From an optimization exercise on the open Yosys and OpenROAD flow, aimed at small area; shortcuts taken in it are not production practice.
The RTL was checked by simulation tests, not by an equivalence proof against the original design.

==> inputs of run E <==
==> flow/design.v (excerpt) <==
module mult_mem_top (
    input  logic        clk,
    input  logic        rst,
    input  logic        EN_mult,
    input  logic        EN_blockRead,
    input  logic [15:0] mult_input0,
    input  logic [15:0] mult_input1,
    output logic        RDY_mult,
    output logic        VALID_memVal,
    output logic [31:0] memVal_data
);
    localparam logic [1:0] S_IDLE = 2'd0, S_CAP = 2'd1, S_FULL = 2'd2, S_READ = 2'd3;
    logic [1:0]  st;
    logic [6:0]  cnt;      
    logic [2:0]  rot;      
    logic [7:0]  tsel;     
    logic [63:0][31:0] m;  
    logic [21:0] l0;
    logic [26:0] l1;
    logic [31:0] prod;
    logic [15:0] a0, a1;
    logic        conv1, conv2;
    mul_s0 u_s0 (.a(mult_input0), .b(mult_input1[5:0]), .p(l0));
    mul_s1 u_s1 (.a(a0), .b(m[0][26:22]), .l(m[0][21:0]), .p(l1));
    mul_s2 u_s2 (.a(a1), .b(m[1][31:27]), .l(m[1][26:0]), .p(prod));
    logic idle, start, push, chain;
    assign idle  = rst || (st == S_IDLE);
    assign start = idle && EN_mult;
    assign push  = !idle && (st == S_CAP) && !cnt[6];
    assign chain = push || ((st == S_READ) && (cnt != 7'd0) && (rot == 3'd0));
    always_ff @(posedge clk) begin
        if (idle) begin
            RDY_mult     <= 1'b1;
            VALID_memVal <= 1'b0;
            cnt          <= 7'd0;
            st           <= EN_mult ? S_CAP : S_IDLE;
        end else begin
            case (st)
                S_CAP: begin
                    cnt <= cnt + 7'd1;
                    if (cnt == 7'd71) RDY_mult <= 1'b0;
                    if (cnt == 7'd73) st <= S_FULL;
                end
  ...
==> module mult_mem_top, before the edit <==
module mult_mem_top (
    input  logic        clk,
    input  logic        rst,
    input  logic        EN_mult,
    input  logic        EN_blockRead,
    input  logic [15:0] mult_input0,
    input  logic [15:0] mult_input1,
    output logic        RDY_mult,
    output logic        VALID_memVal,
    output logic [31:0] memVal_data
);
    localparam logic [1:0] S_IDLE = 2'd0, S_CAP = 2'd1, S_FULL = 2'd2, S_READ = 2'd3;
    logic [1:0]  st;
    logic [6:0]  cnt;      
    logic [2:0]  rot;      
    logic [7:0]  tsel;     
    logic [63:0][31:0] m;  
    logic [21:0] l0;
    logic [26:0] l1;
    logic [31:0] prod;
    logic [15:0] a0, a1;
    logic        conv1, conv2;
    mul_s0 u_s0 (.a(mult_input0), .b(mult_input1[5:0]), .p(l0));
    mul_s1 u_s1 (.a(a0), .b(m[0][26:22]), .l(m[0][21:0]), .p(l1));
    mul_s2 u_s2 (.a(a1), .b(m[1][31:27]), .l(m[1][26:0]), .p(prod));
    logic idle, start, push, chain;
    assign idle  = rst || (st == S_IDLE);
    assign start = idle && EN_mult;
    assign push  = !idle && (st == S_CAP) && !cnt[6];
    assign chain = push || ((st == S_READ) && (cnt != 7'd0) && (rot == 3'd0));
    always_ff @(posedge clk) begin
        if (idle) begin
            RDY_mult     <= 1'b1;
            VALID_memVal <= 1'b0;
            cnt          <= 7'd0;
            st           <= EN_mult ? S_CAP : S_IDLE;
        end else begin
            case (st)
                S_CAP: begin
                    cnt <= cnt + 7'd1;
                    if (cnt == 7'd71) RDY_mult <= 1'b0;
                    if (cnt == 7'd73) st <= S_FULL;
                end
                S_FULL: begin
                    cnt <= 7'd0;
                    if (EN_blockRead) begin
                        st   <= S_READ;
                        tsel <= 8'd1 << (rot + 3'd1);
                    end
                end
                default: begin  
                    VALID_memVal <= 1'b1;
                    cnt <= cnt + 7'd1;
                    if (cnt == 7'd63) begin
                        RDY_mult <= 1'b1;
                        st       <= S_IDLE;
                    end
                end
            endcase
        end
    end
    always_ff @(posedge clk) begin
        if (start)      rot <= 3'd0;
        else if (!chain) rot <= rot + 3'd1;
    end
    logic [63:0][31:0] d;   
    logic [7:0][31:0]  dj;    
    logic [7:0]        sj;    
    logic [7:0][31:0]  aj;    
    logic [7:0][31:0]  bj;
    logic [31:0] d1, d2;
    assign sj[0] = push;
    assign aj[0] = {mult_input1[15:6], l0};
    assign bj[0] = m[7];
    for (genvar g = 1; g < 8; g++) begin : grp
        assign sj[g] = chain;
        assign aj[g] = m[8*g-1];
        assign bj[g] = m[8*g+7];
    end
    for (genvar g = 0; g < 8; g++) begin : gw
        for (genvar k = 0; k < 32; k++) begin : gb
            mux2 u_j (.s(sj[g]), .sn(!sj[g]), .a(aj[g][k]), .b(bj[g][k]), .y(dj[g][k]));
        end
    end
    for (genvar k = 0; k < 32; k++) begin : cb
        if (k < 27)
            mux2 u_c1 (.s(conv1), .sn(!conv1), .a(l1[k]), .b(m[0][k]), .y(d1[k]));
        else
            assign d1[k] = m[0][k];
        mux2 u_c2 (.s(conv2), .sn(!conv2), .a(prod[k]), .b(m[1][k]), .y(d2[k]));
    end
    for (genvar w = 0; w < 64; w++) begin : wd
        if (w == 1)
            assign d[w] = d1;
        else if (w == 2)
            assign d[w] = d2;
        else if (w % 8 == 0)
            assign d[w] = dj[w/8];
        else
            assign d[w] = m[w-1];
    end
    always_ff @(posedge clk) begin
        a0    <= mult_input0;
        a1    <= a0;
        conv1 <= push;
        conv2 <= conv1;
        m     <= d;
    end
    always_comb begin
        memVal_data = '0;
        for (int i = 0; i < 8; i++)
            memVal_data = memVal_data | (m[56+i] & {32{tsel[i]}});
    end
endmodule
==> module mux2, before the edit <==
module mux2 (
    input  logic s,
    input  logic sn,
    input  logic a,
    input  logic b,
    output logic y
);
    assign y = (s & a) | (sn & b);
endmodule
clock: 4.5 ns
lec_check: 0
cap_margin: 0
core_margin: 2
core_utilization: 75
cts_cluster_diameter: 100
cts_cluster_size: 30
slew_margin: 0
synth_hierarchical: 1
synth_minimum_keep_size: 0
run.sh (not shown) runs the stock make flow with config.mk's settings and CLKGATE_MAP_FILE= SYNTH_SCRIPT=/design/flow/synth_recipe.tcl, a recipe that flattens the netlist after the stock synthesis.
==> inputs of run X, as changes to run E <==
Settings changed: CORE_UTILIZATION 75 to 65.
==> inputs of run C, as changes to run E <==
--- a/flow/design.v
+++ b/flow/design.v
@@ -1841,40 +1841,4 @@
         else if (!chain) rot <= rot + 3'd1;
     end
-    logic [63:0][31:0] d;   
-    logic [7:0][31:0]  dj;    
-    logic [7:0]        sj;    
-    logic [7:0][31:0]  aj;    
-    logic [7:0][31:0]  bj;
-    logic [31:0] d1, d2;
-    assign sj[0] = push;
-    assign aj[0] = {mult_input1[15:6], l0};
-    assign bj[0] = m[7];
-    for (genvar g = 1; g < 8; g++) begin : grp
-        assign sj[g] = chain;
-        assign aj[g] = m[8*g-1];
-        assign bj[g] = m[8*g+7];
-    end
-    for (genvar g = 0; g < 8; g++) begin : gw
-        for (genvar k = 0; k < 32; k++) begin : gb
-            mux2 u_j (.s(sj[g]), .sn(!sj[g]), .a(aj[g][k]), .b(bj[g][k]), .y(dj[g][k]));
-        end
-    end
-    for (genvar k = 0; k < 32; k++) begin : cb
-        if (k < 27)
-            mux2 u_c1 (.s(conv1), .sn(!conv1), .a(l1[k]), .b(m[0][k]), .y(d1[k]));
-        else
-            assign d1[k] = m[0][k];
-        mux2 u_c2 (.s(conv2), .sn(!conv2), .a(prod[k]), .b(m[1][k]), .y(d2[k]));
-    end
-    for (genvar w = 0; w < 64; w++) begin : wd
-        if (w == 1)
-            assign d[w] = d1;
-        else if (w == 2)
-            assign d[w] = d2;
-        else if (w % 8 == 0)
-            assign d[w] = dj[w/8];
-        else
-            assign d[w] = m[w-1];
-    end
     always_ff @(posedge clk) begin
         a0    <= mult_input0;
@@ -1882,5 +1846,13 @@
         conv1 <= push;
         conv2 <= conv1;
-        m     <= d;
+        for (int g = 0; g < 8; g++) begin
+            for (int j = (g == 0) ? 3 : 1; j < 8; j++)
+                m[8*g+j] <= m[8*g+j-1];
+        end
+        m[0] <= push ? {mult_input1[15:6], l0} : m[7];
+        m[1] <= conv1 ? {m[0][31:27], l1} : m[0];
+        m[2] <= conv2 ? prod : m[1];
+        for (int g = 1; g < 8; g++)
+            m[8*g] <= chain ? m[8*g-1] : m[8*g+7];
     end
     always_comb begin
@@ -1890,11 +1862,2 @@
     end
 endmodule
-module mux2 (
-    input  logic s,
-    input  logic sn,
-    input  logic a,
-    input  logic b,
-    output logic y
-);
-    assign y = (s & a) | (sn & b);
-endmodule
Settings changed: ABC_AREA from default to 1, CORE_UTILIZATION 75 to 65.
==> inputs of run F, as changes to run E <==
--- a/flow/design.v
+++ b/flow/design.v
@@ -1841,40 +1841,4 @@
         else if (!chain) rot <= rot + 3'd1;
     end
-    logic [63:0][31:0] d;   
-    logic [7:0][31:0]  dj;    
-    logic [7:0]        sj;    
-    logic [7:0][31:0]  aj;    
-    logic [7:0][31:0]  bj;
-    logic [31:0] d1, d2;
-    assign sj[0] = push;
-    assign aj[0] = {mult_input1[15:6], l0};
-    assign bj[0] = m[7];
-    for (genvar g = 1; g < 8; g++) begin : grp
-        assign sj[g] = chain;
-        assign aj[g] = m[8*g-1];
-        assign bj[g] = m[8*g+7];
-    end
-    for (genvar g = 0; g < 8; g++) begin : gw
-        for (genvar k = 0; k < 32; k++) begin : gb
-            mux2 u_j (.s(sj[g]), .sn(!sj[g]), .a(aj[g][k]), .b(bj[g][k]), .y(dj[g][k]));
-        end
-    end
-    for (genvar k = 0; k < 32; k++) begin : cb
-        if (k < 27)
-            mux2 u_c1 (.s(conv1), .sn(!conv1), .a(l1[k]), .b(m[0][k]), .y(d1[k]));
-        else
-            assign d1[k] = m[0][k];
-        mux2 u_c2 (.s(conv2), .sn(!conv2), .a(prod[k]), .b(m[1][k]), .y(d2[k]));
-    end
-    for (genvar w = 0; w < 64; w++) begin : wd
-        if (w == 1)
-            assign d[w] = d1;
-        else if (w == 2)
-            assign d[w] = d2;
-        else if (w % 8 == 0)
-            assign d[w] = dj[w/8];
-        else
-            assign d[w] = m[w-1];
-    end
     always_ff @(posedge clk) begin
         a0    <= mult_input0;
@@ -1882,5 +1846,13 @@
         conv1 <= push;
         conv2 <= conv1;
-        m     <= d;
+        for (int g = 0; g < 8; g++) begin
+            for (int j = (g == 0) ? 3 : 1; j < 8; j++)
+                m[8*g+j] <= m[8*g+j-1];
+        end
+        m[0] <= push ? {mult_input1[15:6], l0} : m[7];
+        m[1] <= conv1 ? {m[0][31:27], l1} : m[0];
+        m[2] <= conv2 ? prod : m[1];
+        for (int g = 1; g < 8; g++)
+            m[8*g] <= chain ? m[8*g-1] : m[8*g+7];
     end
     always_comb begin
@@ -1890,11 +1862,2 @@
     end
 endmodule
-module mux2 (
-    input  logic s,
-    input  logic sn,
-    input  logic a,
-    input  logic b,
-    output logic y
-);
-    assign y = (s & a) | (sn & b);
-endmodule
Settings changed: CORE_UTILIZATION 75 to 65.
==> qor summary <==
	run C	run E	run F	run X
Hold path endpoint	m[724]	m[1692]	m[872]	m[1670]
CP Data Required Time	5090 ps	5060 ps	5070 ps	5060 ps
Delay contributed by the slowest stage of the critical path	590 ps	570 ps	480 ps	570 ps
Cell area after placement	58600 um^2	56700 um^2	58400 um^2	57000 um^2
Cell area after synthesis	57100 um^2	54900 um^2	56500 um^2	54900 um^2
Clock slew seen by the registers of the worst setup and hold paths	100 ps	110 ps	100 ps	100 ps
R2R Setup Slk	500 ps	130 ps	170 ps	240 ps
Sequential element share of the synthesized area	74.0%	76.9%	74.7%	76.9%
Most common cell type on the critical path	sky130_fd_sc_hd__nand2_1	sky130_fd_sc_hd__fa_1	sky130_fd_sc_hd__fa_1	sky130_fd_sc_hd__fa_1
Register share of the cell area	69.3%	71.6%	69.5%	71.1%
Detail-routed net length per standard cell	13.9 um	22.7 um	16.7 um	18.5 um
Buffers, non-clock	157	150	163	167
TAP cells	1155	959	1155	1134
CP Data Arrival Time	4760 ps	4940 ps	4900 ps	4900 ps
Timing startpoint of the critical path	mult_input0[4]	mult_input0[4]	m[26]	mult_input1[3]
TritonCTS buffer count	81	80	82	81
Kind of start point of the critical path	input pin	input pin	register	input pin
Capture instance of the worst register-to-register path	m[57]	m[94]	m[57]	m[94]
Launch instance of the worst register-to-register path	m[24]	m[62]	m[26]	m[63]
Number of nets at the end of the flow	4836	3929	4009	3947
Later-pin clock latency in the skew report	660 ps	670 ps	670 ps	670 ps
Die footprint	90200 um^2	75400 um^2	89300 um^2	86800 um^2
Slew at the pin closest to its max-slew limit	1150 ps	1080 ps	910 ps	935 ps
Run status	timing/DRC/antenna clean	timing/DRC/antenna clean	timing/DRC/antenna clean	timing/DRC/antenna clean

[what the ideal ports hide]
No port has a modelled driver above. Below, the same layouts with a new extraction and two added sets of constraints. Step 1 assumes that a clkbuf_16 drives the clock port and a buf_2 every other input. Step 2 adds t to the input delays and takes it off the output delays; t is the mean of the earliest and latest rising clock arrival at the registers after step 1. Input paths then give back, and output paths get back, about the clock's delay inside the block. Slacks: no drivers / after step 1 / after step 2; pairs: no drivers / after step 1.
run | t, ns | setup WS [ns] | worst setup path at the end | clock arrival spread, ns
run E | 0.724 | 0.121 / 0.135 / -0.563 | input to register | 0.034 / 0.035
run X | 0.720 | 0.154 / 0.191 / -0.530 | input to register | 0.028 / 0.027
run C | 0.712 | 0.331 / 0.373 / -0.339 | input to register | 0.032 / 0.031
run F | 0.710 | 0.168 / 0.168 / -0.433 | input to register | 0.048 / 0.048
Met with ideal ports but missed after step 2: setup timing in every run listed.
